Source: an optimization exercise on an open RTL-to-GDS flow (aim: small area, a short achievable clock period and few clock cycles). Production flows keep margins and buffers that such runs may drop. In this exercise RTL edits were held to simulation tests only and were not proved equivalent to the original.

$ cat flow/flow/run.sh
#!/bin/bash
# The standard ORFS layout (standard.sh, unchanged synthesis) with two
# changes to how it is made: the port buffers buffer_ports inserts are
# buf_2 cells (every port still gets its buffer), and timing repair is asked
# to leave 18.5 ns of setup slack at the 25 ns clock, so that the layout is
# made for the shortest period it can reach. The full output of the make
# run goes to make_finish.log here; ORFS's own logs stay under orfs/logs.
set -uo pipefail
export BUFFER_PORTS_ARGS="-buffer_cell sky130_fd_sc_hd__buf_2"
bash standard.sh SETUP_SLACK_MARGIN=18.5 finish > make_finish.log 2>&1
status=$?
tail -n 20 make_finish.log
exit $status
$ cat flow/standard.sh
#!/bin/bash
# synth_recipe.tcl (not shown) runs the flow's synth.tcl, then flattens the netlist and writes it again
# the make line also repeats each setting of config.mk as NAME=value (left out here)
make -C /OpenROAD-flow-scripts/flow DESIGN_CONFIG=/design/flow/config.mk WORK_HOME=/design/flow/orfs CLKGATE_MAP_FILE= SYNTH_SCRIPT=/design/flow/synth_recipe.tcl "${@:-finish}"
$ cat flow/config.mk
export PLATFORM = sky130hd
export DESIGN_NAME = riscv_sys
export DESIGN_NICKNAME = riscv_sys
export VERILOG_FILES = /design/flow/design.v
export SDC_FILE = /design/flow/constraint.sdc
export NUM_CORES = 8
export LEC_CHECK = 0
export CAP_MARGIN = 40
export CORE_MARGIN = 2
export CORE_UTILIZATION = 40
export CTS_CLUSTER_DIAMETER = 80
export CTS_CLUSTER_SIZE = 24
export PLACE_DENSITY = 0.5
export SLEW_MARGIN = 40
$ cat flow/constraint.sdc
create_clock -name core_clock -period 25.0 [get_ports {i_clk}]
set_input_delay 5.0000 -clock core_clock [delete_from_list [all_inputs] [get_ports {i_clk}]]
set_output_delay 5.0000 -clock core_clock [all_outputs]
set_load 0.01 [all_outputs]
$ cat flow/design.v
module CHIP (
    input          i_clk,
    input          i_rst_n,
    input  [31:0]  i_IMEM_data,
    output [31:0]  o_IMEM_addr,
    output         o_mem_cen,
    output         o_mem_wen,
    output [31:0]  o_mem_addr,
    output [127:0] o_mem_wdata,
    input  [127:0] i_mem_rdata,
    input          i_mem_stall,
    output         o_finish
);
    reg  [31:2] fpc;             
    reg  [31:0] ir;              
    reg  [31:2] xpc;             
    reg         xpred;           
    reg         xv;              
    reg  [31:0] ms, mc;          
    reg  [27:0] ltag;            
    reg         lval, ldirty;
    reg  [127:0] line;
    reg         mcen, mwen;      
    reg         fin;
    assign o_IMEM_addr = {fpc, 2'b00};
    assign o_mem_cen   = mcen;
    assign o_mem_wen   = mwen;
    assign o_mem_addr  = {ltag, 4'b0000};
    assign o_mem_wdata = line;
    assign o_finish    = fin;
    wire [2:0] f3  = ir[14:12];
    wire [4:0] rs1 = ir[19:15];
    wire [4:0] rs2 = ir[24:20];
    wire [4:0] rd  = ir[11:7];
    wire op_jmp  =  ir[6] &  ir[2];                        
    wire op_jal  =  ir[6] &  ir[3];
    wire op_jalr =  ir[6] & ~ir[3] & ir[2];
    wire op_br   =  ir[6] & ~ir[4] & ~ir[2];
    wire op_sys  =  ir[6] &  ir[4];
    wire op_ld   = ~ir[6] & ~ir[5] & ~ir[4];
    wire op_st   = ~ir[6] &  ir[5] & ~ir[4];
    wire op_mem  = ~ir[6] & ~ir[4];
    wire op_r    = ~ir[6] &  ir[5] &  ir[4];
    wire op_i    = ~ir[6] & ~ir[5] &  ir[4] & ~ir[2];
    wire op_aui  = ~ir[6] &  ir[4] &  ir[2];
    wire op_mul  =  op_r & ir[25];
    wire op_wr   = ~(op_st | op_br | op_sys);
    wire [31:0] rfq [0:31];
    wire        rf_we;
    wire [4:0]  rf_wa;
    wire [31:0] rf_wd;
    reg  [31:0] wd;
    reg         rst_q;           
    always @(posedge i_clk)
        rst_q <= i_rst_n;
    wire [31:0] wd_all = rf_wd & {32{rst_q}};
    assign rfq[0] = 32'd0;
    genvar g;
    generate for (g = 1; g < 32; g = g + 1) begin : g_rf
        reg [31:0] r;
        wire [31:0] d = (g == 2) ? (rst_q ? rf_wd : 32'hbffffff0) :
                        (g == 3) ? (rst_q ? rf_wd : 32'h10008000) : wd_all;
        always @(posedge i_clk)
            if ((rf_we && rf_wa == g) || !rst_q) r <= d;
        assign rfq[g] = r;
    end endgenerate
    reg  [31:1] oh1, oh2;
    reg  [31:0] r1, r2;
    integer k;
    always @(*) begin
        r1 = 32'd0;
        r2 = 32'd0;
        for (k = 1; k < 32; k = k + 1) begin
            r1 = r1 | ({32{oh1[k]}} & rfq[k]);
            r2 = r2 | ({32{oh2[k]}} & rfq[k]);
        end
    end
    wire [31:0] imm_i = {{20{ir[31]}}, ir[31:20]};
    wire [31:0] imm_s = {{20{ir[31]}}, ir[31:25], ir[11:7]};
    wire        b_reg = ir[5] & (ir[4] | (ir[6] & ~ir[2]));   
    wire [31:0] bv    = b_reg ? r2 : (op_st ? imm_s : imm_i);
    wire        sub   = (op_r & ir[30]) | op_br | (op_i & f3 == 3'b010);
    wire [32:0] sum_c = {r1, 1'b1} + {bv ^ {32{sub}}, sub};
    wire [31:0] sum   = sum_c[32:1];
    wire        lt    = (r1[31] ^ bv[31]) ? r1[31] : sum[31];
    wire        eq    = r1 == r2;
    wire [31:0] sh_in, sh_out;
    wire [31:0] sh_r = $signed({f3[2] & r1[31], sh_in}) >>> rs2;
    generate for (g = 0; g < 32; g = g + 1) begin : g_rev
        assign sh_in[g]  = f3[2] ? r1[g] : r1[31-g];
        assign sh_out[g] = f3[2] ? sh_r[g] : sh_r[31-g];
    end endgenerate
    reg [31:0] alu;
    always @(*)
        case (f3)
            3'b000:         alu = sum;
            3'b001, 3'b101: alu = sh_out;
            3'b010:         alu = {31'd0, lt};
            3'b100:         alu = r1 ^ bv;
            3'b110:         alu = r1 | bv;
            default:        alu = r1 & bv;
        endcase
    localparam MK = 8;
    reg  [31:0] ma, mb;
    reg         pm;              
    reg  [3:0]  mcnt;            
    reg  [4:0]  pmrd;            
    wire [31:0] ts, tc;
    wire        mul_go;
    wire        pm1 = pm & (mcnt == 4'd0);     
    mul_step u_mul (.a(ma), .b(mb[MK-1:0]), .s(ms), .c(mc), .ts(ts), .tc(tc));
    always @(posedge i_clk) begin
        if (mul_go) begin
            ma   <= r1;
            mb   <= r2;
            ms   <= 32'd0;
            mc   <= 32'd0;
            pmrd <= rd;
        end else if (mcnt != 4'd0) begin
            ma   <= ma << MK;
            mb   <= mb >> MK;
            ms   <= ts;
            mc   <= tc;
        end
    end
    wire [31:0] mul_res = ms + mc;
    wire [31:2] imm_t = op_br  ? (xpred ? 30'd1 : {{19{ir[31]}}, ir[31], ir[7], ir[30:25], ir[11:9]}) :
                        op_jal ? {{11{ir[31]}}, ir[31], ir[19:12], ir[20], ir[30:22]} :
                                 {ir[31:12], 10'd0};
    wire [31:2] tgt   = xpc + imm_t;
    wire        taken = op_br & (f3[2] ? (lt ^ f3[0]) : (eq ^ f3[0]));
    reg         pl, ps;          
    reg  [4:0]  prd;             
    reg  [1:0]  pwi;             
    wire [31:0] kt = {ltag, 4'd0};
    wire [4:0]  lo4 = {1'b0, r1[3:0]} + {1'b0, bv[3:0]};
    wire [31:4] ec;              
    assign ec[4] = lo4[4];
    generate for (g = 5; g < 32; g = g + 1) begin : g_ec
        assign ec[g] = (r1[g-1] & bv[g-1]) | ((r1[g-1] | bv[g-1]) & ~kt[g-1]);
    end endgenerate
    wire        hit      = lval & ((r1[31:4] ^ bv[31:4] ^ kt[31:4]) == ec[31:4]);
    wire        mem_done = mcen & ~i_mem_stall;
    wire        rd_act   = mcen & ~mwen;
    wire        rd_done  = mem_done & ~mwen;
    wire        wb_done  = mem_done & mwen;
    wire        xw_raw   = xv & op_wr & ~op_mem & ~op_mul & ~dep_hz & (rd != 5'd0);
    wire        lwb      = pl & lval & ~xw_raw;
    wire        mwb      = pm & pm1 & ~xw_raw & ~lwb;
    wire        can_rd   = (~mcen & ~ldirty) | wb_done;
    wire        mem_go   = xv & op_mem & ~dep_hz & (hit | can_rd);
    wire        start_rd = mem_go & ~hit;
    wire        ld_go    = mem_go & op_ld;
    wire        st_go    = mem_go & op_st;
    wire        dirty_n  = (st_go & hit) | (ldirty & ~wb_done) | (rd_done & ps);
    reg  [31:0] lwb_data;
    always @(*) begin
        case (pwi)
            2'd0: lwb_data = line[31:0];
            2'd1: lwb_data = line[63:32];
            2'd2: lwb_data = line[95:64];
            default: lwb_data = line[127:96];
        endcase
    end
    generate for (g = 0; g < 4; g = g + 1) begin : g_line
        wire st_here = st_go && sum[3:2] == g;
        wire keep    = ps && pwi == g;
        always @(posedge i_clk)
            if (st_here) line[32*g +: 32] <= r2;
            else if (rd_act && !keep) line[32*g +: 32] <= i_mem_rdata[32*g +: 32];
    end endgenerate
    always @(posedge i_clk) begin
        if (start_rd) ltag <= sum[31:4];
        if (start_rd | ld_go) begin
            pwi  <= sum[3:2];
            prd  <= rd;
        end
    end
    always @(posedge i_clk or negedge i_rst_n)
        if (!i_rst_n) begin
            lval   <= 1'b0;
            ldirty <= 1'b0;
            mcen   <= 1'b0;
            mwen   <= 1'b0;
            pl     <= 1'b0;
            ps     <= 1'b0;
            fin    <= 1'b0;
        end else begin
            if (start_rd) lval <= 1'b0;
            else if (rd_done) lval <= 1'b1;
            ldirty <= dirty_n;
            if (start_rd) ps <= op_st;
            else if (rd_done) ps <= 1'b0;
            if (start_rd | ld_go) pl <= op_ld & (rd != 5'd0);
            else if (lwb) pl <= 1'b0;
            if (~mcen | mem_done) begin
                if (start_rd) begin
                    mcen <= 1'b1;
                    mwen <= 1'b0;
                end else begin
                    mcen <= dirty_n;
                    mwen <= 1'b1;
                end
            end
            fin <= xv & op_sys & ~pl & ~pm & ((~mcen & ~ldirty) | wb_done);
        end
    wire [31:0] fi      = i_IMEM_data;
    wire [31:2] fpc_inc = fpc + 30'd1;
    wire [8:0]  f_bs    = {1'b0, fpc[9:2]} + {2'b01, fi[28:25], fi[11:9]};
    wire        f_pred  = fi[6] & ~fi[4] & ~fi[2] & fi[31] & fi[7] & fi[30] & fi[29] &
                          f_bs[8] & ~(&fpc[9:2]);
    wire [9:2]  f_lo    = f_bs[7:0];
    wire use1  = ~(op_jal | op_aui | op_sys);
    wire use2  = b_reg | op_st;
    wire pl_hz = pl & ((use1 & rs1 == prd) | (use2 & rs2 == prd) | (op_wr & rd == prd));
    wire pm_hz = pm & ((use1 & rs1 == pmrd) | (use2 & rs2 == pmrd) | (op_wr & rd == pmrd));
    wire dep_hz = pl_hz | pm_hz;
    wire hz    = dep_hz | (op_mul & pm);
    assign mul_go = xv & op_mul & ~hz & (rd != 5'd0);
    wire stall = xv & ((op_mem & ~mem_go) | op_sys | hz);
    wire redirect = xv & (op_jmp | (op_br & (taken ^ xpred)));
    wire x_we  = xv & op_wr & (rd != 5'd0) & ~op_mul & ~hz & ~op_mem;
    assign rf_we  = x_we | lwb | mwb;
    assign rf_wa  = lwb ? prd : mwb ? pmrd : rd;
    assign rf_wd  = lwb ? lwb_data : mwb ? mul_res : wd;
    always @(*) begin
        if (op_jmp)       wd = {fpc, 2'b00};      
        else if (op_aui)  wd = {tgt, 2'b00};
        else              wd = alu;
    end
    always @(posedge i_clk or negedge i_rst_n)
        if (!i_rst_n) begin
            fpc <= 30'h00004000;
            xv  <= 1'b0;
            pm   <= 1'b0;
            mcnt <= 4'd0;
        end else begin
            if (mul_go) pm <= 1'b1;
            else if (mwb) pm <= 1'b0;
            if (mul_go) mcnt <= 32 / MK;
            else if (mcnt != 4'd0) mcnt <= mcnt - 4'd1;
            if (!stall) begin
                if (redirect) begin
                    fpc <= op_jalr ? sum[31:2] : tgt;
                    xv  <= 1'b0;
                end else begin
                    fpc <= {fpc_inc[31:10], f_pred ? f_lo : fpc_inc[9:2]};
                    xv  <= 1'b1;
                end
            end
        end
    always @(posedge i_clk)
        if (!stall) begin
            ir    <= i_IMEM_data;
            oh1   <= 31'h7fffffff & (32'd1 << i_IMEM_data[19:15]) >> 1;
            oh2   <= 31'h7fffffff & (32'd1 << i_IMEM_data[24:20]) >> 1;
            xpc   <= fpc;
            xpred <= f_pred;
        end
endmodule
module mul_step (
    input  [31:0] a,
    input  [7:0]  b,
    input  [31:0] s,
    input  [31:0] c,
    output [31:0] ts,
    output [31:0] tc
);
    wire [31:0] pp0 = b[0] ? a[31:0] : 32'd0;
    wire [30:0] pp1 = b[1] ? a[30:0] : 31'd0;
    wire [29:0] pp2 = b[2] ? a[29:0] : 30'd0;
    wire [28:0] pp3 = b[3] ? a[28:0] : 29'd0;
    wire [27:0] pp4 = b[4] ? a[27:0] : 28'd0;
    wire [26:0] pp5 = b[5] ? a[26:0] : 27'd0;
    wire [25:0] pp6 = b[6] ? a[25:0] : 26'd0;
    wire [24:0] pp7 = b[7] ? a[24:0] : 25'd0;
    wire t1 = s[7] ^ c[7];
    wire t2 = s[7] & c[7];
    wire t3 = s[8] ^ c[8] ^ pp0[8];
    wire t4 = (s[8] & c[8]) | (s[8] & pp0[8]) | (c[8] & pp0[8]);
    wire t5 = s[9] ^ c[9] ^ pp0[9];
    wire t6 = (s[9] & c[9]) | (s[9] & pp0[9]) | (c[9] & pp0[9]);
    wire t7 = s[10] ^ c[10] ^ pp0[10];
    wire t8 = (s[10] & c[10]) | (s[10] & pp0[10]) | (c[10] & pp0[10]);
    wire t9 = s[11] ^ c[11] ^ pp0[11];
    wire t10 = (s[11] & c[11]) | (s[11] & pp0[11]) | (c[11] & pp0[11]);
    wire t11 = s[12] ^ c[12] ^ pp0[12];
    wire t12 = (s[12] & c[12]) | (s[12] & pp0[12]) | (c[12] & pp0[12]);
    wire t13 = s[13] ^ c[13] ^ pp0[13];
    wire t14 = (s[13] & c[13]) | (s[13] & pp0[13]) | (c[13] & pp0[13]);
    wire t15 = s[14] ^ c[14] ^ pp0[14];
    wire t16 = (s[14] & c[14]) | (s[14] & pp0[14]) | (c[14] & pp0[14]);
    wire t17 = s[15] ^ c[15] ^ pp0[15];
    wire t18 = (s[15] & c[15]) | (s[15] & pp0[15]) | (c[15] & pp0[15]);
    wire t19 = s[16] ^ c[16] ^ pp0[16];
    wire t20 = (s[16] & c[16]) | (s[16] & pp0[16]) | (c[16] & pp0[16]);
    wire t21 = s[17] ^ c[17] ^ pp0[17];
    wire t22 = (s[17] & c[17]) | (s[17] & pp0[17]) | (c[17] & pp0[17]);
    wire t23 = s[18] ^ c[18] ^ pp0[18];
    wire t24 = (s[18] & c[18]) | (s[18] & pp0[18]) | (c[18] & pp0[18]);
    wire t25 = s[19] ^ c[19] ^ pp0[19];
    wire t26 = (s[19] & c[19]) | (s[19] & pp0[19]) | (c[19] & pp0[19]);
    wire t27 = s[20] ^ c[20] ^ pp0[20];
    wire t28 = (s[20] & c[20]) | (s[20] & pp0[20]) | (c[20] & pp0[20]);
    wire t29 = s[21] ^ c[21] ^ pp0[21];
    wire t30 = (s[21] & c[21]) | (s[21] & pp0[21]) | (c[21] & pp0[21]);
    wire t31 = s[22] ^ c[22] ^ pp0[22];
    wire t32 = (s[22] & c[22]) | (s[22] & pp0[22]) | (c[22] & pp0[22]);
    wire t33 = s[23] ^ c[23] ^ pp0[23];
    wire t34 = (s[23] & c[23]) | (s[23] & pp0[23]) | (c[23] & pp0[23]);
    wire t35 = s[24] ^ c[24] ^ pp0[24];
    wire t36 = (s[24] & c[24]) | (s[24] & pp0[24]) | (c[24] & pp0[24]);
    wire t37 = s[25] ^ c[25] ^ pp0[25];
    wire t38 = (s[25] & c[25]) | (s[25] & pp0[25]) | (c[25] & pp0[25]);
    wire t39 = s[26] ^ c[26] ^ pp0[26];
    wire t40 = (s[26] & c[26]) | (s[26] & pp0[26]) | (c[26] & pp0[26]);
    wire t41 = s[27] ^ c[27] ^ pp0[27];
    wire t42 = (s[27] & c[27]) | (s[27] & pp0[27]) | (c[27] & pp0[27]);
    wire t43 = s[28] ^ c[28] ^ pp0[28];
    wire t44 = (s[28] & c[28]) | (s[28] & pp0[28]) | (c[28] & pp0[28]);
    wire t45 = s[29] ^ c[29] ^ pp0[29];
    wire t46 = (s[29] & c[29]) | (s[29] & pp0[29]) | (c[29] & pp0[29]);
    wire t47 = s[30] ^ c[30] ^ pp0[30];
    wire t48 = (s[30] & c[30]) | (s[30] & pp0[30]) | (c[30] & pp0[30]);
    wire t49 = s[31] ^ c[31] ^ pp0[31];
    wire t51 = s[4] ^ c[4];
    wire t52 = s[4] & c[4];
    wire t53 = s[5] ^ c[5] ^ pp0[5];
    wire t54 = (s[5] & c[5]) | (s[5] & pp0[5]) | (c[5] & pp0[5]);
    wire t55 = pp1[4] ^ pp2[3];
    wire t56 = pp1[4] & pp2[3];
    wire t57 = s[6] ^ c[6] ^ pp0[6];
    wire t58 = (s[6] & c[6]) | (s[6] & pp0[6]) | (c[6] & pp0[6]);
    wire t59 = pp1[5] ^ pp2[4] ^ pp3[3];
    wire t60 = (pp1[5] & pp2[4]) | (pp1[5] & pp3[3]) | (pp2[4] & pp3[3]);
    wire t61 = pp4[2] ^ pp5[1];
    wire t62 = pp4[2] & pp5[1];
    wire t63 = t1 ^ pp0[7] ^ pp1[6];
    wire t64 = (t1 & pp0[7]) | (t1 & pp1[6]) | (pp0[7] & pp1[6]);
    wire t65 = pp2[5] ^ pp3[4] ^ pp4[3];
    wire t66 = (pp2[5] & pp3[4]) | (pp2[5] & pp4[3]) | (pp3[4] & pp4[3]);
    wire t67 = pp5[2] ^ pp6[1] ^ pp7[0];
    wire t68 = (pp5[2] & pp6[1]) | (pp5[2] & pp7[0]) | (pp6[1] & pp7[0]);
    wire t69 = t2 ^ t3 ^ pp1[7];
    wire t70 = (t2 & t3) | (t2 & pp1[7]) | (t3 & pp1[7]);
    wire t71 = pp2[6] ^ pp3[5] ^ pp4[4];
    wire t72 = (pp2[6] & pp3[5]) | (pp2[6] & pp4[4]) | (pp3[5] & pp4[4]);
    wire t73 = pp5[3] ^ pp6[2] ^ pp7[1];
    wire t74 = (pp5[3] & pp6[2]) | (pp5[3] & pp7[1]) | (pp6[2] & pp7[1]);
    wire t75 = t4 ^ t5 ^ pp1[8];
    wire t76 = (t4 & t5) | (t4 & pp1[8]) | (t5 & pp1[8]);
    wire t77 = pp2[7] ^ pp3[6] ^ pp4[5];
    wire t78 = (pp2[7] & pp3[6]) | (pp2[7] & pp4[5]) | (pp3[6] & pp4[5]);
    wire t79 = pp5[4] ^ pp6[3] ^ pp7[2];
    wire t80 = (pp5[4] & pp6[3]) | (pp5[4] & pp7[2]) | (pp6[3] & pp7[2]);
    wire t81 = t6 ^ t7 ^ pp1[9];
    wire t82 = (t6 & t7) | (t6 & pp1[9]) | (t7 & pp1[9]);
    wire t83 = pp2[8] ^ pp3[7] ^ pp4[6];
    wire t84 = (pp2[8] & pp3[7]) | (pp2[8] & pp4[6]) | (pp3[7] & pp4[6]);
    wire t85 = pp5[5] ^ pp6[4] ^ pp7[3];
    wire t86 = (pp5[5] & pp6[4]) | (pp5[5] & pp7[3]) | (pp6[4] & pp7[3]);
    wire t87 = t8 ^ t9 ^ pp1[10];
    wire t88 = (t8 & t9) | (t8 & pp1[10]) | (t9 & pp1[10]);
    wire t89 = pp2[9] ^ pp3[8] ^ pp4[7];
    wire t90 = (pp2[9] & pp3[8]) | (pp2[9] & pp4[7]) | (pp3[8] & pp4[7]);
    wire t91 = pp5[6] ^ pp6[5] ^ pp7[4];
    wire t92 = (pp5[6] & pp6[5]) | (pp5[6] & pp7[4]) | (pp6[5] & pp7[4]);
    wire t93 = t10 ^ t11 ^ pp1[11];
    wire t94 = (t10 & t11) | (t10 & pp1[11]) | (t11 & pp1[11]);
    wire t95 = pp2[10] ^ pp3[9] ^ pp4[8];
    wire t96 = (pp2[10] & pp3[9]) | (pp2[10] & pp4[8]) | (pp3[9] & pp4[8]);
    wire t97 = pp5[7] ^ pp6[6] ^ pp7[5];
    wire t98 = (pp5[7] & pp6[6]) | (pp5[7] & pp7[5]) | (pp6[6] & pp7[5]);
    wire t99 = t12 ^ t13 ^ pp1[12];
    wire t100 = (t12 & t13) | (t12 & pp1[12]) | (t13 & pp1[12]);
    wire t101 = pp2[11] ^ pp3[10] ^ pp4[9];
    wire t102 = (pp2[11] & pp3[10]) | (pp2[11] & pp4[9]) | (pp3[10] & pp4[9]);
    wire t103 = pp5[8] ^ pp6[7] ^ pp7[6];
    wire t104 = (pp5[8] & pp6[7]) | (pp5[8] & pp7[6]) | (pp6[7] & pp7[6]);
    wire t105 = t14 ^ t15 ^ pp1[13];
    wire t106 = (t14 & t15) | (t14 & pp1[13]) | (t15 & pp1[13]);
    wire t107 = pp2[12] ^ pp3[11] ^ pp4[10];
    wire t108 = (pp2[12] & pp3[11]) | (pp2[12] & pp4[10]) | (pp3[11] & pp4[10]);
    wire t109 = pp5[9] ^ pp6[8] ^ pp7[7];
    wire t110 = (pp5[9] & pp6[8]) | (pp5[9] & pp7[7]) | (pp6[8] & pp7[7]);
    wire t111 = t16 ^ t17 ^ pp1[14];
    wire t112 = (t16 & t17) | (t16 & pp1[14]) | (t17 & pp1[14]);
    wire t113 = pp2[13] ^ pp3[12] ^ pp4[11];
    wire t114 = (pp2[13] & pp3[12]) | (pp2[13] & pp4[11]) | (pp3[12] & pp4[11]);
    wire t115 = pp5[10] ^ pp6[9] ^ pp7[8];
    wire t116 = (pp5[10] & pp6[9]) | (pp5[10] & pp7[8]) | (pp6[9] & pp7[8]);
    wire t117 = t18 ^ t19 ^ pp1[15];
    wire t118 = (t18 & t19) | (t18 & pp1[15]) | (t19 & pp1[15]);
    wire t119 = pp2[14] ^ pp3[13] ^ pp4[12];
    wire t120 = (pp2[14] & pp3[13]) | (pp2[14] & pp4[12]) | (pp3[13] & pp4[12]);
    wire t121 = pp5[11] ^ pp6[10] ^ pp7[9];
    wire t122 = (pp5[11] & pp6[10]) | (pp5[11] & pp7[9]) | (pp6[10] & pp7[9]);
    wire t123 = t20 ^ t21 ^ pp1[16];
    wire t124 = (t20 & t21) | (t20 & pp1[16]) | (t21 & pp1[16]);
    wire t125 = pp2[15] ^ pp3[14] ^ pp4[13];
    wire t126 = (pp2[15] & pp3[14]) | (pp2[15] & pp4[13]) | (pp3[14] & pp4[13]);
    wire t127 = pp5[12] ^ pp6[11] ^ pp7[10];
    wire t128 = (pp5[12] & pp6[11]) | (pp5[12] & pp7[10]) | (pp6[11] & pp7[10]);
    wire t129 = t22 ^ t23 ^ pp1[17];
    wire t130 = (t22 & t23) | (t22 & pp1[17]) | (t23 & pp1[17]);
    wire t131 = pp2[16] ^ pp3[15] ^ pp4[14];
    wire t132 = (pp2[16] & pp3[15]) | (pp2[16] & pp4[14]) | (pp3[15] & pp4[14]);
    wire t133 = pp5[13] ^ pp6[12] ^ pp7[11];
    wire t134 = (pp5[13] & pp6[12]) | (pp5[13] & pp7[11]) | (pp6[12] & pp7[11]);
    wire t135 = t24 ^ t25 ^ pp1[18];
    wire t136 = (t24 & t25) | (t24 & pp1[18]) | (t25 & pp1[18]);
    wire t137 = pp2[17] ^ pp3[16] ^ pp4[15];
    wire t138 = (pp2[17] & pp3[16]) | (pp2[17] & pp4[15]) | (pp3[16] & pp4[15]);
    wire t139 = pp5[14] ^ pp6[13] ^ pp7[12];
    wire t140 = (pp5[14] & pp6[13]) | (pp5[14] & pp7[12]) | (pp6[13] & pp7[12]);
    wire t141 = t26 ^ t27 ^ pp1[19];
    wire t142 = (t26 & t27) | (t26 & pp1[19]) | (t27 & pp1[19]);
    wire t143 = pp2[18] ^ pp3[17] ^ pp4[16];
    wire t144 = (pp2[18] & pp3[17]) | (pp2[18] & pp4[16]) | (pp3[17] & pp4[16]);
    wire t145 = pp5[15] ^ pp6[14] ^ pp7[13];
    wire t146 = (pp5[15] & pp6[14]) | (pp5[15] & pp7[13]) | (pp6[14] & pp7[13]);
    wire t147 = t28 ^ t29 ^ pp1[20];
    wire t148 = (t28 & t29) | (t28 & pp1[20]) | (t29 & pp1[20]);
    wire t149 = pp2[19] ^ pp3[18] ^ pp4[17];
    wire t150 = (pp2[19] & pp3[18]) | (pp2[19] & pp4[17]) | (pp3[18] & pp4[17]);
    wire t151 = pp5[16] ^ pp6[15] ^ pp7[14];
    wire t152 = (pp5[16] & pp6[15]) | (pp5[16] & pp7[14]) | (pp6[15] & pp7[14]);
    wire t153 = t30 ^ t31 ^ pp1[21];
    wire t154 = (t30 & t31) | (t30 & pp1[21]) | (t31 & pp1[21]);
    wire t155 = pp2[20] ^ pp3[19] ^ pp4[18];
    wire t156 = (pp2[20] & pp3[19]) | (pp2[20] & pp4[18]) | (pp3[19] & pp4[18]);
    wire t157 = pp5[17] ^ pp6[16] ^ pp7[15];
    wire t158 = (pp5[17] & pp6[16]) | (pp5[17] & pp7[15]) | (pp6[16] & pp7[15]);
    wire t159 = t32 ^ t33 ^ pp1[22];
    wire t160 = (t32 & t33) | (t32 & pp1[22]) | (t33 & pp1[22]);
    wire t161 = pp2[21] ^ pp3[20] ^ pp4[19];
    wire t162 = (pp2[21] & pp3[20]) | (pp2[21] & pp4[19]) | (pp3[20] & pp4[19]);
    wire t163 = pp5[18] ^ pp6[17] ^ pp7[16];
    wire t164 = (pp5[18] & pp6[17]) | (pp5[18] & pp7[16]) | (pp6[17] & pp7[16]);
    wire t165 = t34 ^ t35 ^ pp1[23];
    wire t166 = (t34 & t35) | (t34 & pp1[23]) | (t35 & pp1[23]);
    wire t167 = pp2[22] ^ pp3[21] ^ pp4[20];
    wire t168 = (pp2[22] & pp3[21]) | (pp2[22] & pp4[20]) | (pp3[21] & pp4[20]);
    wire t169 = pp5[19] ^ pp6[18] ^ pp7[17];
    wire t170 = (pp5[19] & pp6[18]) | (pp5[19] & pp7[17]) | (pp6[18] & pp7[17]);
    wire t171 = t36 ^ t37 ^ pp1[24];
    wire t172 = (t36 & t37) | (t36 & pp1[24]) | (t37 & pp1[24]);
    wire t173 = pp2[23] ^ pp3[22] ^ pp4[21];
    wire t174 = (pp2[23] & pp3[22]) | (pp2[23] & pp4[21]) | (pp3[22] & pp4[21]);
    wire t175 = pp5[20] ^ pp6[19] ^ pp7[18];
    wire t176 = (pp5[20] & pp6[19]) | (pp5[20] & pp7[18]) | (pp6[19] & pp7[18]);
    wire t177 = t38 ^ t39 ^ pp1[25];
    wire t178 = (t38 & t39) | (t38 & pp1[25]) | (t39 & pp1[25]);
    wire t179 = pp2[24] ^ pp3[23] ^ pp4[22];
    wire t180 = (pp2[24] & pp3[23]) | (pp2[24] & pp4[22]) | (pp3[23] & pp4[22]);
    wire t181 = pp5[21] ^ pp6[20] ^ pp7[19];
    wire t182 = (pp5[21] & pp6[20]) | (pp5[21] & pp7[19]) | (pp6[20] & pp7[19]);
    wire t183 = t40 ^ t41 ^ pp1[26];
    wire t184 = (t40 & t41) | (t40 & pp1[26]) | (t41 & pp1[26]);
    wire t185 = pp2[25] ^ pp3[24] ^ pp4[23];
    wire t186 = (pp2[25] & pp3[24]) | (pp2[25] & pp4[23]) | (pp3[24] & pp4[23]);
    wire t187 = pp5[22] ^ pp6[21] ^ pp7[20];
    wire t188 = (pp5[22] & pp6[21]) | (pp5[22] & pp7[20]) | (pp6[21] & pp7[20]);
    wire t189 = t42 ^ t43 ^ pp1[27];
    wire t190 = (t42 & t43) | (t42 & pp1[27]) | (t43 & pp1[27]);
    wire t191 = pp2[26] ^ pp3[25] ^ pp4[24];
    wire t192 = (pp2[26] & pp3[25]) | (pp2[26] & pp4[24]) | (pp3[25] & pp4[24]);
    wire t193 = pp5[23] ^ pp6[22] ^ pp7[21];
    wire t194 = (pp5[23] & pp6[22]) | (pp5[23] & pp7[21]) | (pp6[22] & pp7[21]);
    wire t195 = t44 ^ t45 ^ pp1[28];
    wire t196 = (t44 & t45) | (t44 & pp1[28]) | (t45 & pp1[28]);
    wire t197 = pp2[27] ^ pp3[26] ^ pp4[25];
    wire t198 = (pp2[27] & pp3[26]) | (pp2[27] & pp4[25]) | (pp3[26] & pp4[25]);
    wire t199 = pp5[24] ^ pp6[23] ^ pp7[22];
    wire t200 = (pp5[24] & pp6[23]) | (pp5[24] & pp7[22]) | (pp6[23] & pp7[22]);
    wire t201 = t46 ^ t47 ^ pp1[29];
    wire t202 = (t46 & t47) | (t46 & pp1[29]) | (t47 & pp1[29]);
    wire t203 = pp2[28] ^ pp3[27] ^ pp4[26];
    wire t204 = (pp2[28] & pp3[27]) | (pp2[28] & pp4[26]) | (pp3[27] & pp4[26]);
    wire t205 = pp5[25] ^ pp6[24] ^ pp7[23];
    wire t206 = (pp5[25] & pp6[24]) | (pp5[25] & pp7[23]) | (pp6[24] & pp7[23]);
    wire t207 = t48 ^ t49 ^ pp1[30];
    wire t209 = pp2[29] ^ pp3[28] ^ pp4[27];
    wire t211 = pp5[26] ^ pp6[25] ^ pp7[24];
    wire t213 = s[2] ^ c[2];
    wire t214 = s[2] & c[2];
    wire t215 = s[3] ^ c[3] ^ pp0[3];
    wire t216 = (s[3] & c[3]) | (s[3] & pp0[3]) | (c[3] & pp0[3]);
    wire t217 = pp1[2] ^ pp2[1];
    wire t218 = pp1[2] & pp2[1];
    wire t219 = t51 ^ pp0[4] ^ pp1[3];
    wire t220 = (t51 & pp0[4]) | (t51 & pp1[3]) | (pp0[4] & pp1[3]);
    wire t221 = pp2[2] ^ pp3[1] ^ pp4[0];
    wire t222 = (pp2[2] & pp3[1]) | (pp2[2] & pp4[0]) | (pp3[1] & pp4[0]);
    wire t223 = t52 ^ t53 ^ t55;
    wire t224 = (t52 & t53) | (t52 & t55) | (t53 & t55);
    wire t225 = pp3[2] ^ pp4[1] ^ pp5[0];
    wire t226 = (pp3[2] & pp4[1]) | (pp3[2] & pp5[0]) | (pp4[1] & pp5[0]);
    wire t227 = t54 ^ t56 ^ t57;
    wire t228 = (t54 & t56) | (t54 & t57) | (t56 & t57);
    wire t229 = t59 ^ t61 ^ pp6[0];
    wire t230 = (t59 & t61) | (t59 & pp6[0]) | (t61 & pp6[0]);
    wire t231 = t58 ^ t60 ^ t62;
    wire t232 = (t58 & t60) | (t58 & t62) | (t60 & t62);
    wire t233 = t63 ^ t65 ^ t67;
    wire t234 = (t63 & t65) | (t63 & t67) | (t65 & t67);
    wire t235 = t64 ^ t66 ^ t68;
    wire t236 = (t64 & t66) | (t64 & t68) | (t66 & t68);
    wire t237 = t69 ^ t71 ^ t73;
    wire t238 = (t69 & t71) | (t69 & t73) | (t71 & t73);
    wire t239 = t70 ^ t72 ^ t74;
    wire t240 = (t70 & t72) | (t70 & t74) | (t72 & t74);
    wire t241 = t75 ^ t77 ^ t79;
    wire t242 = (t75 & t77) | (t75 & t79) | (t77 & t79);
    wire t243 = t76 ^ t78 ^ t80;
    wire t244 = (t76 & t78) | (t76 & t80) | (t78 & t80);
    wire t245 = t81 ^ t83 ^ t85;
    wire t246 = (t81 & t83) | (t81 & t85) | (t83 & t85);
    wire t247 = t82 ^ t84 ^ t86;
    wire t248 = (t82 & t84) | (t82 & t86) | (t84 & t86);
    wire t249 = t87 ^ t89 ^ t91;
    wire t250 = (t87 & t89) | (t87 & t91) | (t89 & t91);
    wire t251 = t88 ^ t90 ^ t92;
    wire t252 = (t88 & t90) | (t88 & t92) | (t90 & t92);
    wire t253 = t93 ^ t95 ^ t97;
    wire t254 = (t93 & t95) | (t93 & t97) | (t95 & t97);
    wire t255 = t94 ^ t96 ^ t98;
    wire t256 = (t94 & t96) | (t94 & t98) | (t96 & t98);
    wire t257 = t99 ^ t101 ^ t103;
    wire t258 = (t99 & t101) | (t99 & t103) | (t101 & t103);
    wire t259 = t100 ^ t102 ^ t104;
    wire t260 = (t100 & t102) | (t100 & t104) | (t102 & t104);
    wire t261 = t105 ^ t107 ^ t109;
    wire t262 = (t105 & t107) | (t105 & t109) | (t107 & t109);
    wire t263 = t106 ^ t108 ^ t110;
    wire t264 = (t106 & t108) | (t106 & t110) | (t108 & t110);
    wire t265 = t111 ^ t113 ^ t115;
    wire t266 = (t111 & t113) | (t111 & t115) | (t113 & t115);
    wire t267 = t112 ^ t114 ^ t116;
    wire t268 = (t112 & t114) | (t112 & t116) | (t114 & t116);
    wire t269 = t117 ^ t119 ^ t121;
    wire t270 = (t117 & t119) | (t117 & t121) | (t119 & t121);
    wire t271 = t118 ^ t120 ^ t122;
    wire t272 = (t118 & t120) | (t118 & t122) | (t120 & t122);
    wire t273 = t123 ^ t125 ^ t127;
    wire t274 = (t123 & t125) | (t123 & t127) | (t125 & t127);
    wire t275 = t124 ^ t126 ^ t128;
    wire t276 = (t124 & t126) | (t124 & t128) | (t126 & t128);
    wire t277 = t129 ^ t131 ^ t133;
    wire t278 = (t129 & t131) | (t129 & t133) | (t131 & t133);
    wire t279 = t130 ^ t132 ^ t134;
    wire t280 = (t130 & t132) | (t130 & t134) | (t132 & t134);
    wire t281 = t135 ^ t137 ^ t139;
    wire t282 = (t135 & t137) | (t135 & t139) | (t137 & t139);
    wire t283 = t136 ^ t138 ^ t140;
    wire t284 = (t136 & t138) | (t136 & t140) | (t138 & t140);
    wire t285 = t141 ^ t143 ^ t145;
    wire t286 = (t141 & t143) | (t141 & t145) | (t143 & t145);
    wire t287 = t142 ^ t144 ^ t146;
    wire t288 = (t142 & t144) | (t142 & t146) | (t144 & t146);
    wire t289 = t147 ^ t149 ^ t151;
    wire t290 = (t147 & t149) | (t147 & t151) | (t149 & t151);
    wire t291 = t148 ^ t150 ^ t152;
    wire t292 = (t148 & t150) | (t148 & t152) | (t150 & t152);
    wire t293 = t153 ^ t155 ^ t157;
    wire t294 = (t153 & t155) | (t153 & t157) | (t155 & t157);
    wire t295 = t154 ^ t156 ^ t158;
    wire t296 = (t154 & t156) | (t154 & t158) | (t156 & t158);
    wire t297 = t159 ^ t161 ^ t163;
    wire t298 = (t159 & t161) | (t159 & t163) | (t161 & t163);
    wire t299 = t160 ^ t162 ^ t164;
    wire t300 = (t160 & t162) | (t160 & t164) | (t162 & t164);
    wire t301 = t165 ^ t167 ^ t169;
    wire t302 = (t165 & t167) | (t165 & t169) | (t167 & t169);
    wire t303 = t166 ^ t168 ^ t170;
    wire t304 = (t166 & t168) | (t166 & t170) | (t168 & t170);
    wire t305 = t171 ^ t173 ^ t175;
    wire t306 = (t171 & t173) | (t171 & t175) | (t173 & t175);
    wire t307 = t172 ^ t174 ^ t176;
    wire t308 = (t172 & t174) | (t172 & t176) | (t174 & t176);
    wire t309 = t177 ^ t179 ^ t181;
    wire t310 = (t177 & t179) | (t177 & t181) | (t179 & t181);
    wire t311 = t178 ^ t180 ^ t182;
    wire t312 = (t178 & t180) | (t178 & t182) | (t180 & t182);
    wire t313 = t183 ^ t185 ^ t187;
    wire t314 = (t183 & t185) | (t183 & t187) | (t185 & t187);
    wire t315 = t184 ^ t186 ^ t188;
    wire t316 = (t184 & t186) | (t184 & t188) | (t186 & t188);
    wire t317 = t189 ^ t191 ^ t193;
    wire t318 = (t189 & t191) | (t189 & t193) | (t191 & t193);
    wire t319 = t190 ^ t192 ^ t194;
    wire t320 = (t190 & t192) | (t190 & t194) | (t192 & t194);
    wire t321 = t195 ^ t197 ^ t199;
    wire t322 = (t195 & t197) | (t195 & t199) | (t197 & t199);
    wire t323 = t196 ^ t198 ^ t200;
    wire t324 = (t196 & t198) | (t196 & t200) | (t198 & t200);
    wire t325 = t201 ^ t203 ^ t205;
    wire t326 = (t201 & t203) | (t201 & t205) | (t203 & t205);
    wire t327 = t202 ^ t204 ^ t206;
    wire t329 = t207 ^ t209 ^ t211;
    wire t331 = s[1] ^ c[1];
    wire t332 = s[1] & c[1];
    wire t333 = t213 ^ pp0[2] ^ pp1[1];
    wire t334 = (t213 & pp0[2]) | (t213 & pp1[1]) | (pp0[2] & pp1[1]);
    wire t335 = t214 ^ t215 ^ t217;
    wire t336 = (t214 & t215) | (t214 & t217) | (t215 & t217);
    wire t337 = t216 ^ t218 ^ t219;
    wire t338 = (t216 & t218) | (t216 & t219) | (t218 & t219);
    wire t339 = t220 ^ t222 ^ t223;
    wire t340 = (t220 & t222) | (t220 & t223) | (t222 & t223);
    wire t341 = t224 ^ t226 ^ t227;
    wire t342 = (t224 & t226) | (t224 & t227) | (t226 & t227);
    wire t343 = t228 ^ t230 ^ t231;
    wire t344 = (t228 & t230) | (t228 & t231) | (t230 & t231);
    wire t345 = t232 ^ t234 ^ t235;
    wire t346 = (t232 & t234) | (t232 & t235) | (t234 & t235);
    wire t347 = t236 ^ t238 ^ t239;
    wire t348 = (t236 & t238) | (t236 & t239) | (t238 & t239);
    wire t349 = t240 ^ t242 ^ t243;
    wire t350 = (t240 & t242) | (t240 & t243) | (t242 & t243);
    wire t351 = t244 ^ t246 ^ t247;
    wire t352 = (t244 & t246) | (t244 & t247) | (t246 & t247);
    wire t353 = t248 ^ t250 ^ t251;
    wire t354 = (t248 & t250) | (t248 & t251) | (t250 & t251);
    wire t355 = t252 ^ t254 ^ t255;
    wire t356 = (t252 & t254) | (t252 & t255) | (t254 & t255);
    wire t357 = t256 ^ t258 ^ t259;
    wire t358 = (t256 & t258) | (t256 & t259) | (t258 & t259);
    wire t359 = t260 ^ t262 ^ t263;
    wire t360 = (t260 & t262) | (t260 & t263) | (t262 & t263);
    wire t361 = t264 ^ t266 ^ t267;
    wire t362 = (t264 & t266) | (t264 & t267) | (t266 & t267);
    wire t363 = t268 ^ t270 ^ t271;
    wire t364 = (t268 & t270) | (t268 & t271) | (t270 & t271);
    wire t365 = t272 ^ t274 ^ t275;
    wire t366 = (t272 & t274) | (t272 & t275) | (t274 & t275);
    wire t367 = t276 ^ t278 ^ t279;
    wire t368 = (t276 & t278) | (t276 & t279) | (t278 & t279);
    wire t369 = t280 ^ t282 ^ t283;
    wire t370 = (t280 & t282) | (t280 & t283) | (t282 & t283);
    wire t371 = t284 ^ t286 ^ t287;
    wire t372 = (t284 & t286) | (t284 & t287) | (t286 & t287);
    wire t373 = t288 ^ t290 ^ t291;
    wire t374 = (t288 & t290) | (t288 & t291) | (t290 & t291);
    wire t375 = t292 ^ t294 ^ t295;
    wire t376 = (t292 & t294) | (t292 & t295) | (t294 & t295);
    wire t377 = t296 ^ t298 ^ t299;
    wire t378 = (t296 & t298) | (t296 & t299) | (t298 & t299);
    wire t379 = t300 ^ t302 ^ t303;
    wire t380 = (t300 & t302) | (t300 & t303) | (t302 & t303);
    wire t381 = t304 ^ t306 ^ t307;
    wire t382 = (t304 & t306) | (t304 & t307) | (t306 & t307);
    wire t383 = t308 ^ t310 ^ t311;
    wire t384 = (t308 & t310) | (t308 & t311) | (t310 & t311);
    wire t385 = t312 ^ t314 ^ t315;
    wire t386 = (t312 & t314) | (t312 & t315) | (t314 & t315);
    wire t387 = t316 ^ t318 ^ t319;
    wire t388 = (t316 & t318) | (t316 & t319) | (t318 & t319);
    wire t389 = t320 ^ t322 ^ t323;
    wire t390 = (t320 & t322) | (t320 & t323) | (t322 & t323);
    wire t391 = t324 ^ t326 ^ t327;
    wire t393 = s[0] ^ c[0];
    wire t394 = s[0] & c[0];
    wire t395 = t331 ^ pp0[1] ^ pp1[0];
    wire t396 = (t331 & pp0[1]) | (t331 & pp1[0]) | (pp0[1] & pp1[0]);
    wire t397 = t332 ^ t333 ^ pp2[0];
    wire t398 = (t332 & t333) | (t332 & pp2[0]) | (t333 & pp2[0]);
    wire t399 = t334 ^ t335 ^ pp3[0];
    wire t400 = (t334 & t335) | (t334 & pp3[0]) | (t335 & pp3[0]);
    wire t401 = t336 ^ t337 ^ t221;
    wire t402 = (t336 & t337) | (t336 & t221) | (t337 & t221);
    wire t403 = t338 ^ t339 ^ t225;
    wire t404 = (t338 & t339) | (t338 & t225) | (t339 & t225);
    wire t405 = t340 ^ t341 ^ t229;
    wire t406 = (t340 & t341) | (t340 & t229) | (t341 & t229);
    wire t407 = t342 ^ t343 ^ t233;
    wire t408 = (t342 & t343) | (t342 & t233) | (t343 & t233);
    wire t409 = t344 ^ t345 ^ t237;
    wire t410 = (t344 & t345) | (t344 & t237) | (t345 & t237);
    wire t411 = t346 ^ t347 ^ t241;
    wire t412 = (t346 & t347) | (t346 & t241) | (t347 & t241);
    wire t413 = t348 ^ t349 ^ t245;
    wire t414 = (t348 & t349) | (t348 & t245) | (t349 & t245);
    wire t415 = t350 ^ t351 ^ t249;
    wire t416 = (t350 & t351) | (t350 & t249) | (t351 & t249);
    wire t417 = t352 ^ t353 ^ t253;
    wire t418 = (t352 & t353) | (t352 & t253) | (t353 & t253);
    wire t419 = t354 ^ t355 ^ t257;
    wire t420 = (t354 & t355) | (t354 & t257) | (t355 & t257);
    wire t421 = t356 ^ t357 ^ t261;
    wire t422 = (t356 & t357) | (t356 & t261) | (t357 & t261);
    wire t423 = t358 ^ t359 ^ t265;
    wire t424 = (t358 & t359) | (t358 & t265) | (t359 & t265);
    wire t425 = t360 ^ t361 ^ t269;
    wire t426 = (t360 & t361) | (t360 & t269) | (t361 & t269);
    wire t427 = t362 ^ t363 ^ t273;
    wire t428 = (t362 & t363) | (t362 & t273) | (t363 & t273);
    wire t429 = t364 ^ t365 ^ t277;
    wire t430 = (t364 & t365) | (t364 & t277) | (t365 & t277);
    wire t431 = t366 ^ t367 ^ t281;
    wire t432 = (t366 & t367) | (t366 & t281) | (t367 & t281);
    wire t433 = t368 ^ t369 ^ t285;
    wire t434 = (t368 & t369) | (t368 & t285) | (t369 & t285);
    wire t435 = t370 ^ t371 ^ t289;
    wire t436 = (t370 & t371) | (t370 & t289) | (t371 & t289);
    wire t437 = t372 ^ t373 ^ t293;
    wire t438 = (t372 & t373) | (t372 & t293) | (t373 & t293);
    wire t439 = t374 ^ t375 ^ t297;
    wire t440 = (t374 & t375) | (t374 & t297) | (t375 & t297);
    wire t441 = t376 ^ t377 ^ t301;
    wire t442 = (t376 & t377) | (t376 & t301) | (t377 & t301);
    wire t443 = t378 ^ t379 ^ t305;
    wire t444 = (t378 & t379) | (t378 & t305) | (t379 & t305);
    wire t445 = t380 ^ t381 ^ t309;
    wire t446 = (t380 & t381) | (t380 & t309) | (t381 & t309);
    wire t447 = t382 ^ t383 ^ t313;
    wire t448 = (t382 & t383) | (t382 & t313) | (t383 & t313);
    wire t449 = t384 ^ t385 ^ t317;
    wire t450 = (t384 & t385) | (t384 & t317) | (t385 & t317);
    wire t451 = t386 ^ t387 ^ t321;
    wire t452 = (t386 & t387) | (t386 & t321) | (t387 & t321);
    wire t453 = t388 ^ t389 ^ t325;
    wire t454 = (t388 & t389) | (t388 & t325) | (t389 & t325);
    wire t455 = t390 ^ t391 ^ t329;
    assign ts[0] = t393;
    assign tc[0] = pp0[0];
    assign ts[1] = t394;
    assign tc[1] = t395;
    assign ts[2] = t396;
    assign tc[2] = t397;
    assign ts[3] = t398;
    assign tc[3] = t399;
    assign ts[4] = t400;
    assign tc[4] = t401;
    assign ts[5] = t402;
    assign tc[5] = t403;
    assign ts[6] = t404;
    assign tc[6] = t405;
    assign ts[7] = t406;
    assign tc[7] = t407;
    assign ts[8] = t408;
    assign tc[8] = t409;
    assign ts[9] = t410;
    assign tc[9] = t411;
    assign ts[10] = t412;
    assign tc[10] = t413;
    assign ts[11] = t414;
    assign tc[11] = t415;
    assign ts[12] = t416;
    assign tc[12] = t417;
    assign ts[13] = t418;
    assign tc[13] = t419;
    assign ts[14] = t420;
    assign tc[14] = t421;
    assign ts[15] = t422;
    assign tc[15] = t423;
    assign ts[16] = t424;
    assign tc[16] = t425;
    assign ts[17] = t426;
    assign tc[17] = t427;
    assign ts[18] = t428;
    assign tc[18] = t429;
    assign ts[19] = t430;
    assign tc[19] = t431;
    assign ts[20] = t432;
    assign tc[20] = t433;
    assign ts[21] = t434;
    assign tc[21] = t435;
    assign ts[22] = t436;
    assign tc[22] = t437;
    assign ts[23] = t438;
    assign tc[23] = t439;
    assign ts[24] = t440;
    assign tc[24] = t441;
    assign ts[25] = t442;
    assign tc[25] = t443;
    assign ts[26] = t444;
    assign tc[26] = t445;
    assign ts[27] = t446;
    assign tc[27] = t447;
    assign ts[28] = t448;
    assign tc[28] = t449;
    assign ts[29] = t450;
    assign tc[29] = t451;
    assign ts[30] = t452;
    assign tc[30] = t453;
    assign ts[31] = t454;
    assign tc[31] = t455;
endmodule
module riscv_sys (
    input          i_clk,
    input          i_rst_n,
    input  [31:0]  i_IMEM_data,
    output [31:0]  o_IMEM_addr,
    output         o_mem_cen,
    output         o_mem_wen,
    output [31:0]  o_mem_addr,
    output [127:0] o_mem_wdata,
    input  [127:0] i_mem_rdata,
    input          i_mem_stall,
    output         o_finish
);
    CHIP u_chip (
        .i_clk       (i_clk),
        .i_rst_n     (i_rst_n),
        .i_IMEM_data (i_IMEM_data),
        .o_IMEM_addr (o_IMEM_addr),
        .o_mem_cen   (o_mem_cen),
        .o_mem_wen   (o_mem_wen),
        .o_mem_addr  (o_mem_addr),
        .o_mem_wdata (o_mem_wdata),
        .i_mem_rdata (i_mem_rdata),
        .i_mem_stall (i_mem_stall),
        .o_finish    (o_finish)
    );
endmodule
==> key figures <==
Run status
  • Status: no timing/DRC/antenna violations

Clocking
  • CTS tree: yes
  • Clock latency (worst-skew pair): 830 ps
  • Clock Path Buffers: 3
  • CTS Hold Bufs: 0
  • Root Driver: clkbuf_16
  • Number of clock sinks: 1455
  • Num CTS Buffers: 100
  • Worst-path clk slew: 80 ps
  • Max H-tree Level: 3

Placement
  • Gp weighted congestion: 1.04
  • Post-DP HPWL: 262000 µm
  • Area after DPL: 0.0876 mm²
  • IO Port Bufs: 349

Logic synthesis
  • Share of synthesized registers carrying an async set or reset: 0.0296
  • Yosys cell types: 94
  • Top post-synthesis cells by area: edfxtp_1, a22oi_1, fa_1
  • Most numerous cell in the Yosys netlist: edfxtp_1
  • Synth Flop Type: edfxtp_1
  • Number of synthesized flops with an enable pin: 1347
  • Register area share after synthesis: 0.531
  • Commonest cells post-synth: edfxtp_1, a22oi_1, nand2_1
  • Synth Cell Area: 0.0807 mm²
  • Yosys warnings: 1
  • Cells after Synth: 6717
  • Cell taking the most area after synthesis: edfxtp_1
  • #FFs+latches synth: 1455
  • Syn Area/Cell: 12.0 µm²
  • Synth top area share: 0.501

Route
  • Number of remaining DRC errors: 0
  • Router iterations before antenna repair: 8
  • Remaining antenna violation count after routing: 0
  • Vias: 68600
  • Vias per cell: 6.97
  • WL/cell: 43.0 µm
  • DRT Wirelength: 423000 µm
  • Detailed router's first-iteration violation count: 13700

STA
  • Max-slew headroom at the worst pin: 0.274
  • # setup viols final: 0
  • Clk_skew: 75.4 ps
  • Slew @ Worst Pin: 1090 ps
  • Sum Neg Setup Slack: 0 ps
  • Final Max Slew Viols: 0
  • RSZ-0062 raised after global routing: true
  • Min cycle time layout: 6710 ps
  • Final period utilization: 0.268
  • Max Clock Freq: 149 MHz
  • Final hold vios: 0

Setup path
  • Buf/Inv on CP: 2
  • Crit. End Element: flip-flop
  • Crit-path max cell delay: 860 ps
  • Family with the most delay on the worst path: simple AND/OR/NAND/NOR gates
  • Critical-path top delay cell: o21ai_4
  • CP Class: reg2reg
  • CP Launch Type: flip-flop
  • Cell chain of the critical path: or3b_2 > o21ai_0 > nor4_1 > o31ai_1 > nand3_1 > nand3_2 > buf_4 > nor2_1 > a31oi_1 > nand3_1 > o21ai_4 > buf_4
  • Worst path required time: 25440 ps
  • CP arrival: 7140 ps
  • CP max FO: 25

Cells and area
  • Post-Layout Inst Area: 0.0931 mm²
  • Net count, final: 7677
  • Area Growth Syn to Fin: 15.4%
  • Layout cell share with drive strength beyond 1: 0.203

GRT
  • Initial antenna violation count: 25
  • GRT Util Overall: 0.401
  • Total global routing overflow: 0
  • First-pass GRT wire length: 562000 µm
  • Vias in the first global route: 64600
  • Largest net degree at the start of global routing: 157

Die
  • Chip height: 453 µm
  • Die Wd: 453 µm
  • DIE AREA: 0.205 mm²
  • Starting Density: 0.403
  • Row cnt: 164
  • Io pins: 358
  • Core area: 0.200 mm²

Hold path
  • Worst Hold Class: reg2reg

Run
  • Number of max-cap violations: 0
[state kept, by name, indices dropped and copies added, names as in the netlist, 30 cells and up]
register	flops
u_chip.ms	32
u_chip.mc	32
u_chip.fpc	30
u_chip.line	128
u_chip.ma	32
u_chip.mb	32
u_chip.oh1	31
u_chip.xpc	30
u_chip.ir	30
u_chip.g_rf.r	992
u_chip.oh2	31
[layer usage]
layer	track usage	routed length, µm	up-vias
li1	-	-	26400
met1	0.503	149000	34400
met2	0.585	180000	6096
met3	0.137	57900	1620
met4	0.272	36000	18
met5	0	310	-
[metrics by stage]
step / setup slack, ps / instances / hold WS (ps) / util
3_3_place_gp: 16390 / 9538 / 443 / 0.435
2_1_floorplan: 17760 / 6722 / 436 / -
4_1_cts: 18330 / 9797 / 460 / 0.461
6_report: 18290 / 9843 / 461 / 0.465
5_1_grt: 18240 / 9834 / 481 / 0.465
3_5_place_dp: 16460 / 9558 / 449 / 0.438
[cell families after synthesis]
| family | Yosys count | synth area share |
|---|---|---|
| buf+inv | 891 | 0.0428 |
| mux | 294 | 0.0535 |
| simple gates | 1609 | 0.0987 |
| other cells | 1 | 0.0000465 |
| fa+ha+maj | 410 | 0.0861 |
| compound gates | 1825 | 0.163 |
| xor+xnor | 232 | 0.0253 |
| flops | 1455 | 0.531 |
[path summary, 6_finish.rpt]
check                                               start                               to  slack [ps]  depth (start not counted)
worst max-delay path               u_chip.ir[5]$_DFFE_PN_  u_chip.g_rf[27].r[21]$_DFFE_PP_       18290                         12
worst max register to register     u_chip.ir[5]$_DFFE_PN_  u_chip.g_rf[27].r[21]$_DFFE_PP_       18290                         12
max in group asynchronous                         i_rst_n        u_chip.fpc[3]$_DFFE_PN0N_       20150                          2
worst min-delay path            u_chip.mc[4]$_SDFFE_PP0P_        u_chip.mc[4]$_SDFFE_PP0P_         460                          2
min in group asynchronous                         i_rst_n       u_chip.fpc[31]$_DFFE_PN0N_        4320                          2
worst min register to register  u_chip.mc[4]$_SDFFE_PP0P_        u_chip.mc[4]$_SDFFE_PP0P_         460                          2
[placed cells by master, fill, tap and decap left out, types with 100 or more instances in the layout]
cell       instances
buf_2            338
o21ai_0          145
clkbuf_16        103
buf_4            275
nand4_1          155
fa_1             241
nor2_1           313
nand3_1          172
edfxtp_1        1347
ha_1             162
nand2_1          442
a22oi_1          764
and2_1           212
inv_1            415
xnor2_1          127
a21oi_1          247
mux2_2           100
[timing repair]
action,in CTS,in global routing
buffers inserted,59,26
pin swaps,20,38
gates resized for setup,189,93
setup endpoints to repair,1376,919
cloned,8,2
endpoints found under the hold margin,0,0
[layout make-up]
cell class / instances / area [µm²]
antenna: 13 / 32.5
clock buffer: 103 / 2560
clock inverter: 69 / 845
fill: 18300 / 107000
inverter: 426 / 1620
multi-input combinational: 4380 / 36300
sequential: 1455 / 42900
tap: 2656 / 3320
timing repair buffer: 740 / 5570
timing repair inverter: 1 / 8.76
[worst register-to-register path: cells and delay by family, from the launching register on]
family / cells / cell delay, ps
and+or+nand+nor: 6 / 2290
AOI/OAI and AO/OA: 4 / 2080
buffers and inverters: 2 / 1170
DFF: 1 / 770
Testbench counts, summed over its fixed seeds: cycles 90,648.

[separate check: timing with driven ports]
How much do the figures lean on ideal ports? The routed layout below was timed once more, with nothing changed but the port constraints. Step 1, drivers: a clkbuf_16 drives i_clk and a buf_2 each remaining input, both assumed. Step 2 times the ports against the registers' clock, not the clock port: input delays grow and output delays shrink by t, the midpoint of the rising clock arrivals with the driver on. Three values: no drivers, after step 1, after step 2; two values: the first two.
t, ns: 0.881
setup slack, ns: 18.294 / 18.294 / 17.509
latest minus earliest clock arrival (ns): 0.075 / 0.075
worst register clock-pin slew, ns: 0.10 / 0.10
worst slew at a driven data input, ns: 0.14
After both steps this run still meets setup and hold. The setup slack of this run moves by 0.000 ns with the drivers and by -0.785 ns with both steps.
